This is an optimization exercise on Yosys and OpenROAD, whose aim is small area, not a production implementation. Function was checked by simulation only, so behaviour that the tests miss may differ from the original. Power and IR drop assume default switching activity.

run B:
==> flow/design.v <==
module ws2812_top(input clk, input reset, input spi_valid, input spi_data, output reg led);
	localparam D = 24;           
	localparam NL = 63;          
	localparam QD = 23;          
	reg [4:0] ph;
	always @(posedge clk)
		if (reset || ph == D-1) ph <= 0;
		else ph <= ph + 1'b1;
	reg [9:0] writeCount;
	reg spiFinished;
	reg pend;                    
	reg running;
	reg resCounting;
	wire swcond = ~running & ~resCounting & spiFinished & ~pend;
	wire accept = spi_valid & (~spiFinished | pend);
	wire wcLast = (writeCount == 10'd767);
	always @(posedge clk) begin
		if (reset) begin
			writeCount <= 0;
			spiFinished <= 0;
			pend <= 0;
		end else begin
			if (spi_valid) begin
				if (wcLast) begin
					if (pend) begin
						writeCount <= 1;
						spiFinished <= 0;
					end else
						spiFinished <= 1;
				end else begin
					writeCount <= writeCount + 1'b1;
					spiFinished <= 0;
				end
			end
			if (swcond)
				pend <= 1;
			else if (spi_valid & ~wcLast)
				pend <= 0;
		end
	end
	reg [QD-1:0] q;
	reg [4:0] qc;
	reg [4:0] cs;
	reg [5:0] cl;
	wire atc = (ph == cs);
	wire qne = (qc != 0);
	wire commit = atc & (qne | accept);
	wire shin = accept & ~(atc & ~qne);
	wire pop = atc & qne;
	wire cdata = qne ? q[qc-1'b1] : spi_data;
	always @(posedge clk)
		if (shin) q <= {q[QD-2:0], spi_data};
	always @(posedge clk) begin
		if (reset) begin
			qc <= 0;
			cs <= 0;
			cl <= 0;
		end else begin
			if (shin & ~pop) qc <= qc + 1'b1;
			else if (pop & ~shin) qc <= qc - 1'b1;
			if (commit) begin
				if (cs == D-1) begin
					cs <= 0;
					cl <= (cl == NL-1) ? 6'd0 : cl + 1'b1;
				end else
					cs <= cs + 1'b1;
			end
		end
	end
	reg [NL-1:0] ring [0:D-1];
	wire [NL-1:0] tap = ring[D-1];
	integer i;
	always @(posedge clk) begin
		for (i = D-1; i > 0; i = i - 1)
			ring[i] <= ring[i-1];
	end
	genvar g;
	generate for (g = 0; g < NL; g = g + 1) begin : lane
		always @(posedge clk)
			ring[0][g] <= (commit && cl == g) ? cdata : tap[g];
	end endgenerate
	reg [4:0] count;
	reg [4:0] rs;
	reg [5:0] rl;
	reg [4:0] rk;
	reg x;
	reg d;
	wire use8 = running & (count == 8);
	wire rwrap = use8 & (rs == D-1);
	wire lastBit = (rs == 0) & (rk == 0);
	wire gapCarry = resCounting & (count == 5'd31);
	wire finish = gapCarry & x & (rk == 5'd31);
	always @(posedge clk)
		if (ph == rs) d <= tap[rl];
	always @(posedge clk) begin
		if (reset) begin
			rs <= 0;
			rl <= 0;
		end else if (use8) begin
			if (rs == D-1) begin
				rs <= 0;
				rl <= (rl == NL-1) ? 6'd0 : rl + 1'b1;
			end else
				rs <= rs + 1'b1;
		end
	end
	always @(posedge clk) begin
		if (reset) begin
			rk <= 0;
			x <= 0;
		end else begin
			if (rwrap | gapCarry)
				rk <= rk + 1'b1;
			if (gapCarry & (rk == 5'd31))
				x <= ~x;
		end
	end
	always @(posedge clk) begin
		if (reset)
			count <= 0;
		else if (swcond)
			count <= 5'd31;
		else if (running & (count == 24))
			count <= 0;
		else if (running | resCounting)
			count <= count + 1'b1;
	end
	always @(posedge clk) begin
		if (reset) begin
			running <= 0;
			resCounting <= 0;
		end else begin
			if (swcond)
				running <= 1;
			else if (running) begin
				if (lastBit && count == 24) begin
					running <= 0;
					resCounting <= 1;
				end
			end else if (finish)
				resCounting <= 0;
		end
	end
	always @(posedge clk) begin
		if (reset || ~running)
			led <= 0;
		else if (count == 0)
			led <= 1;
		else if ((count == 8 && ~d) || count == 16)
			led <= 0;
	end
endmodule
make LEC_CHECK=0 CAP_MARGIN=20 CORE_MARGIN=2 CORE_UTILIZATION=45 CTS_CLUSTER_DIAMETER=100 CTS_CLUSTER_SIZE=30 PLACE_DENSITY=0.6 SLEW_MARGIN=20 finish   # period 48.9 ns
run.sh (not shown) runs the stock make flow with config.mk's settings and CLKGATE_MAP_FILE= SYNTH_SCRIPT=/design/flow/synth_recipe.tcl, a recipe that flattens the netlist after the stock synthesis.
[inputs] run Y vs run B
diff --git a/flow/design.v b/flow/design.v
--- a/flow/design.v
+++ b/flow/design.v
@@ -4,9 +4,9 @@
 	localparam QD = 23;          
 	reg [4:0] ph;
 	always @(posedge clk)
 		if (reset || ph == D-1) ph <= 0;
-		else ph <= ph + 1'b1;
+		else ph <= (ph ^ {&ph[3:0], &ph[2:0], &ph[1:0], ph[0], 1'b1});
 	reg [9:0] writeCount;
 	reg spiFinished;
 	reg pend;                    
 	reg running;
@@ -27,9 +27,9 @@
 						spiFinished <= 0;
 					end else
 						spiFinished <= 1;
 				end else begin
-					writeCount <= writeCount + 1'b1;
+					writeCount <= (writeCount ^ {&writeCount[8:0], &writeCount[7:0], &writeCount[6:0], &writeCount[5:0], &writeCount[4:0], &writeCount[3:0], &writeCount[2:0], &writeCount[1:0], writeCount[0], 1'b1});
 					spiFinished <= 0;
 				end
 			end
 			if (swcond)
@@ -46,25 +46,25 @@
 	wire qne = (qc != 0);
 	wire commit = atc & (qne | accept);
 	wire shin = accept & ~(atc & ~qne);
 	wire pop = atc & qne;
-	wire cdata = qne ? q[qc-1'b1] : spi_data;
+	wire cdata = qne ? q[(qc ^ {~|qc[3:0], ~|qc[2:0], ~|qc[1:0], ~qc[0], 1'b1})] : spi_data;
 	always @(posedge clk)
 		if (shin) q <= {q[QD-2:0], spi_data};
 	always @(posedge clk) begin
 		if (reset) begin
 			qc <= 0;
 			cs <= 0;
 			cl <= 0;
 		end else begin
-			if (shin & ~pop) qc <= qc + 1'b1;
-			else if (pop & ~shin) qc <= qc - 1'b1;
+			if (shin & ~pop) qc <= (qc ^ {&qc[3:0], &qc[2:0], &qc[1:0], qc[0], 1'b1});
+			else if (pop & ~shin) qc <= (qc ^ {~|qc[3:0], ~|qc[2:0], ~|qc[1:0], ~qc[0], 1'b1});
 			if (commit) begin
 				if (cs == D-1) begin
 					cs <= 0;
-					cl <= (cl == NL-1) ? 6'd0 : cl + 1'b1;
+					cl <= (cl == NL-1) ? 6'd0 : (cl ^ {&cl[4:0], &cl[3:0], &cl[2:0], &cl[1:0], cl[0], 1'b1});
 				end else
-					cs <= cs + 1'b1;
+					cs <= (cs ^ {&cs[3:0], &cs[2:0], &cs[1:0], cs[0], 1'b1});
 			end
 		end
 	end
 	reg [NL-1:0] ring [0:D-1];
@@ -98,20 +98,20 @@
 			rl <= 0;
 		end else if (use8) begin
 			if (rs == D-1) begin
 				rs <= 0;
-				rl <= (rl == NL-1) ? 6'd0 : rl + 1'b1;
+				rl <= (rl == NL-1) ? 6'd0 : (rl ^ {&rl[4:0], &rl[3:0], &rl[2:0], &rl[1:0], rl[0], 1'b1});
 			end else
-				rs <= rs + 1'b1;
+				rs <= (rs ^ {&rs[3:0], &rs[2:0], &rs[1:0], rs[0], 1'b1});
 		end
 	end
 	always @(posedge clk) begin
 		if (reset) begin
 			rk <= 0;
 			x <= 0;
 		end else begin
 			if (rwrap | gapCarry)
-				rk <= rk + 1'b1;
+				rk <= (rk ^ {&rk[3:0], &rk[2:0], &rk[1:0], rk[0], 1'b1});
 			if (gapCarry & (rk == 5'd31))
 				x <= ~x;
 		end
 	end
@@ -122,9 +122,9 @@
 			count <= 5'd31;
 		else if (running & (count == 24))
 			count <= 0;
 		else if (running | resCounting)
-			count <= count + 1'b1;
+			count <= (count ^ {&count[3:0], &count[2:0], &count[1:0], count[0], 1'b1});
 	end
 	always @(posedge clk) begin
 		if (reset) begin
 			running <= 0;
Results
- Synthesized area ends up higher on run B.
- From run Y to run B, hold buffer count at CTS did not move at all.
- Taking run B as the reference, in run Y clock power essentially unchanged, flip-flop and latch count about even.
- Between run B and run Y, count of clock-buffer cells in the layout decreased.
- Count of non-CTS buffers in the layout was lower in the run labelled run Y.

## afterwards: timing with drivers on the ports
In the flow no input, the clock included, has a driving cell. The finished layouts below were timed again as built, in two steps. Step 1, drivers: a clkbuf_16 drives clk and a buf_2 each remaining input, both assumed. Step 2 also shifts input and output timing later by t, the mid clock arrival at the registers, as if the neighbouring blocks saw the same clock. a / b / c = ideal / step 1 / step 2; a / b = the first two.
| run | t (ns) | setup WS [ns] | worst setup path at the end | slew at the worst register clock pin (ns) | worst data-port slew with drivers (ns) |
|---|---|---|---|---|---|
| run B | 0.703 | 36.684 / 36.723 / 36.020 | input to register | 0.12 / 0.12 | 0.03 |
| run Y | 0.726 | 36.536 / 36.576 / 35.850 | input to register | 0.12 / 0.12 | 0.03 |
After both steps every run listed still meets setup and hold. The setup slack of run Y, which loses most, moves by +0.040 ns with the drivers and by -0.686 ns with both steps.
